Source: an optimization exercise on an open RTL-to-GDS flow (aim: small area). Production flows keep margins and buffers that such runs may drop.
The RTL was checked by simulation tests, not by an equivalence proof against the original design.
Power and IR drop assume default switching activity.

`run.sh`:
```
#!/bin/bash
# synth_recipe.tcl (not shown) runs the flow's synth.tcl, then flattens the netlist and writes it again
# the make line also repeats each setting of config.mk as NAME=value (left out here)
make -C /OpenROAD-flow-scripts/flow DESIGN_CONFIG=/design/flow/config.mk WORK_HOME=/design/flow/orfs CLKGATE_MAP_FILE= SYNTH_SCRIPT=/design/flow/synth_recipe.tcl finish
```
`config.mk`:
```
export PLATFORM = sky130hd
export DESIGN_NAME = FIR
export DESIGN_NICKNAME = FIR
export VERILOG_FILES = /design/flow/design.v
export SDC_FILE = /design/flow/constraint.sdc
export NUM_CORES = 4
export LEC_CHECK = 0
export CAP_MARGIN = 20
export CORE_MARGIN = 2
export CORE_UTILIZATION = 40
export SLEW_MARGIN = 20
```
`constraint.sdc`:
```
create_clock -name core_clock -period 8.0 [get_ports {clk}]
set_input_delay 1.6000 -clock core_clock [delete_from_list [all_inputs] [get_ports {clk}]]
set_output_delay 1.6000 -clock core_clock [all_outputs]
set_load 0.01 [all_outputs]
```
`design.v`:
```
module FIR
#(
parameter width_H = 5,
parameter width_W = 20,
parameter N = 32,
parameter log_N = 5,
parameter [(N+1)*(width_H+width_W)-1:0] const_num_packed = {
25'd17316,25'd19561,25'd21800,25'd24009,25'd26167,25'd28252,25'd30241,25'd32113,
25'd33849,25'd35429,25'd36836,25'd38054,25'd39071,25'd39873,25'd40453,25'd40803,
25'd40921,25'd40803,25'd40453,25'd39873,25'd39071,25'd38054,25'd36836,25'd35429,
25'd33849,25'd32113,25'd30241,25'd28252,25'd26167,25'd24009,25'd21800,25'd19561,
25'd17316}
)
(
input wire clk,
input wire rst,
input wire data_i_en,
input wire [(width_H+width_W-1):0]data_i,
output reg data_o_en,
output reg [(width_H+width_W-1):0]data_o
);
localparam W = width_H+width_W;
integer a,b;
function [(width_H+width_W-1):0]mul;
input [(width_H+width_W-1):0]mul_a;
input [(width_H+width_W-1):0]mul_b;
reg[(width_H*2+width_W*2-1):0]mul_0;
begin
mul_0=($signed(mul_a)*$signed(mul_b));
mul=(    { { width_W { mul_0[(width_H*2+width_W*2-1)]} },{mul_0} }    >>width_W );
end
endfunction
reg pipe_en[0:N];
reg [(width_H+width_W-1):0]pipe[0:N];
reg pipe_result_en[0:(log_N-1)];
reg [(width_H+width_W-1):0]pipe_result[0:(log_N-1)][0:N];
always@(posedge clk)begin
if (rst==1) begin
    for (a=0;a<(N+1);a=a+1) pipe_en[a]<=0;
    for (a=0;a<(N+1);a=a+1) pipe[a]<=0;
    for (a=0;a<(log_N);a=a+1) pipe_result_en[a]<=0;
    for (a=0;a<(log_N);a=a+1) for (b=0;b<(N+1);b=b+1) pipe_result[a][b]<=0;
    data_o_en<=0;
    data_o<=0;
end
else if (data_i_en==1) begin
    pipe_en[0]<=data_i_en;
    pipe[0]<=data_i;
    for (a=0;a<(N);a=a+1) begin
        pipe_en[a+1]<=pipe_en[a];
        pipe[a+1]<=pipe[a];
        pipe_result[0][a]<=mul(pipe[a],const_num_packed[a*W +: W]);
    end
    pipe_result_en[0]<=pipe_en[N];
    pipe_result[0][N]<=mul(pipe[N],const_num_packed[N*W +: W]);
    for (b=0;b<(log_N-1);b=b+1) begin
        pipe_result_en[b+1]<=pipe_result_en[b];
        for (a=0;a<(N/2);a=a+1) begin
            pipe_result[b+1][a]<=pipe_result[b][2*a]+pipe_result[b][2*a+1];
        end
        pipe_result[b+1][N]<=pipe_result[b][N];
    end
    data_o_en<=pipe_result_en[(log_N-1)];
    data_o<=pipe_result[(log_N-1)][0]+pipe_result[(log_N-1)][1]+pipe_result[(log_N-1)][N];
end
end
endmodule
```
==> results.cfg <==
[setup_path]
worstSetupPathType = reg2reg
arrival_ns = 8.16
cp.required_ns = 8.81
r2r_slack_ns = 0.65
critPathLaunchType = flip-flop
endpoint_kind = flip-flop
path_max_fanout = 7

[clock_network]
h-tree-depth = 5
cts_num_sinks = 2433
cts_tree = built
cts_resized = 0
cts_inserted_buffers = 317
clockBufferDepth = 4
ctsRootBufferMaster = clkbuf_16
cts_setup_buffers = 0
clk_pin_slew_ns = 0.06
clk_latency_ns = 1.02
ctsHoldBuffers = 0

[grt]
grt_pass1_vias = 238600
grtUsageMet2_pct = 33.47
grt_usage_pct = 19.38
busiest_layer = met2
use_met1_pct = 26.11
grt_use_met3_pct = 1.755
grt_max_degree = 171
overflow = 0
antenna_found_initial = 6
grt_pass1_wl_um = 1295000

[sta]
slew_headroom_pct = 21.04
hold_viol = 0
tightest_slew_ns = 1.184
setup_viol = 0
period_share_pct = 91.87
whs_ns = 0.4554
skew_ns = 0.05832
tns_ns = 0
rsz0062_at_grt = no
slew_violations = 0
period_minus_slack_ns = 7.350
max_freq_mhz = 136.1

[die]
dieHeight_um = 905.1
fp-row-count = 331
start_util_pct = 40.05
die_area_mm2 = 0.8192
num_io_pins = 54
coreArea_mm2 = 0.8109
die_x_um = 905.1

[flow_run]
drv_cap = 0

[route]
remaining_drc_errors = 0
vias_per_cell = 4.902
ant_nets = 0
avgRoutedWirePerCell_um = 17.28
drt_iter0_drc = 9723
num_vias = 223100
detail_route.first_pass.iterations = 6
routed_wl_um = 786400

[logic_synthesis]
synth_enable_flop_cells = 0
yosysUniqueCellTypes = 107
ys_ff_latch = 2433
synth.cell_area_mm2 = 0.3248
yosysSeqAreaShare_pct = 15.00
syn_nets = 44790
synthArstFlopShare_pct = 0
synth_cells = 34390
synthFlopType = dfxtp_1
ys.warnings.count = 5
synth.avg_cell_area_um2 = 9.444

[run_status]
outcome = no timing/DRC/antenna violations

[pwr]
power.leakage_nw = 193.5
vdd_ir_drop_max_mv = 0.1636
powerDensity_mw_per_mm2 = 87.36
p_total_mw = 30.60

[final_layout]
final_layout_size_suffix_gt1_share_pct = 3.064
fin_cells = 45520
fill_cells = 78960
areaGrowthSynthToFinish_pct = 7.867
num-nets-final = 44840

[min_path]
hp-class = reg2reg

[place]
place_congestion = 0.8800
hpwl_um = 644100
port_buffers = 53
place_inst = 44940
-- power by group --
group          total, mW  internal [mW]  switching (mW)
Combinational       2.79           1.07            1.72
Clock               15.3           8.96            6.38
Sequential          12.5           12.3           0.191
Total               30.6           22.3            8.29
-- state kept, by name, summed over array words and instances, names as in the netlist --
signal          count
data_o             25
data_o_en           1
pipe              825
pipe_en            33
pipe_result      1544
pipe_result_en      5
-- stage by stage --
stage | setup WS [ns] | util, % | area (um2)
detailed placement | 0.7383 | 41.84 | 339300
global placement | 0.7246 | 41.84 | 339300
global route | 0.2486 | 43.20 | 350300
floorplan | 1.456 | - | 324800
CTS | 0.7034 | 43.20 | 350300
finish | 0.6501 | 43.20 | 350300
-- cell usage after synthesis, types with 99 or more instances --
cell type	count	share of area, %
and3_1	99	0.19
nand3_1	244	0.38
nor2_1	2604	3.0
nor2b_1	274	0.53
a21o_1	569	1.3
ha_1	5789	22
dfxtp_1	2433	15
xnor2_1	898	2.4
fa_1	4587	28
mux2i_1	1428	4.4
o21ai_0	1074	1.7
nand2_1	1109	1.3
a21oi_1	1206	1.9
inv_1	8488	9.8
clkbuf_1	556	0.64
o21bai_1	100	0.23
a211oi_1	189	0.44
nor3_1	313	0.48
nand2b_1	176	0.34
buf_1	112	0.13
o21a_1	150	0.35
xor2_1	562	1.5
-- path summary, 6_finish.rpt --
check,startpoint,end,depth (start not counted)
setup / recovery,pipe[25][8]$_SDFFE_PP0P_,pipe_result[25][17]$_SDFFE_PP0P_,26
setup reg to reg,pipe[25][8]$_SDFFE_PP0P_,pipe_result[25][17]$_SDFFE_PP0P_,26
hold / removal,pipe_result[46][21]$_SDFFE_PP0P_,pipe_result[46][21]$_SDFFE_PP0P_,2
hold reg to reg,pipe_result[46][21]$_SDFFE_PP0P_,pipe_result[46][21]$_SDFFE_PP0P_,2
-- area by class of cell --
class	instances	area [um2]	share of cell area, %
clock buffers	431	8972	2.561
inverters	8494	31890	9.103
diodes	4	10.01	0.002857
multi-input cells	22790	241700	68.99
repair buffers	393	3468	0.9900
well taps	10820	13540	3.865
clock inverters	145	2033	0.5804
flip-flops and latches	2433	48710	13.90
-- layer usage --
layer,routed length (um),up-vias
met5,0,-
met4,24530,0
met3,24940,958
met2,375100,2681
met1,361800,110400
li1,-,109000
-- critical path: stages (launching register included) --
cell,delay (ns)
dfxtp_1,0.53
inv_1,0.20
fa_1,0.64
inv_1,0.07
ha_1,0.29
inv_1,0.06
fa_1,0.50
inv_1,0.06
fa_1,0.49
fa_1,0.49
inv_1,0.05
fa_1,0.47
inv_1,0.04
ha_1,0.28
nand4_1,0.10
a211oi_1,0.29
a221oi_1,0.14
o21ai_1,0.20
a41oi_1,0.33
o31ai_1,0.71
a41oi_1,0.25
buf_4,0.20
o21ai_0,0.32
o21a_1,0.18
nor2_1,0.05
xor2_1,0.15
o21ai_0,0.09
-- layout by cell type, fill, tap and decap left out, types with 49 or more instances in the layout --
cell type	count
o211ai_1	65
a21oi_1	1206
dfxtp_1	2431
nor3_1	313
o21ai_0	1074
fa_1	4587
or3_1	86
clkbuf_16	318
a211oi_1	188
nor2b_1	274
mux2i_1	1428
a21boi_0	78
and3_1	99
o21a_1	150
nand2b_1	175
nor2_1	2602
xnor2_1	898
xor2_1	562
o31ai_1	98
a21o_1	569
and2_1	68
ha_1	5789
clkbuf_1	54
a31oi_1	97
o21bai_1	100
nand3_1	244
inv_1	8488
clkbuf_8	59
or2_2	76
nand2_1	1109
nand4_1	79
buf_4	312
clkdlybuf4s50_1	51
a31o_2	49
-- kinds of logic (layout without fill, tap and decap cells) --
kind of cell,count (synthesis),after routing,synth area share [%]
adder cells (fa/ha/maj),10380,10380,50.58
AND/OR/NAND/NOR,5307,5307,7.230
flip-flops,2433,2433,15.00
multiplexers,1435,1435,4.425
XOR/XNOR,1460,1460,3.937
buffers and inverters,9163,9463,10.59
AO/OA/AOI/OAI,4214,4214,8.239
other,0,4,0

==> re-timing with driven ports <==
The results above use ideal ports. As a check the final layout listed here was re-extracted and re-timed, cells and wires unchanged. Step 1 sets driving cells, clkbuf_16 on the clock port and buf_2 on the other inputs (assumed; they add their load-dependent delay and slew). Step 2, shift: input delay + t, output delay - t, t = (earliest + latest rising clock arrival at the registers) / 2. This alone moves slack from input paths to output paths. a / b / c = no drivers / after step 1 / after step 2; a / b = the first two.
t, ns: 1.115
setup slack, ns: 0.650 / 0.650 / 0.650
worst setup path at the end: register to register
slew at the worst register clock pin (ns): 0.07 / 0.07
worst slew at a driven data input, ns: 0.10
After both steps this run still meets setup and hold. For this run, drivers alone change the setup slack by 0.000 ns; drivers and shift together by 0.000 ns.
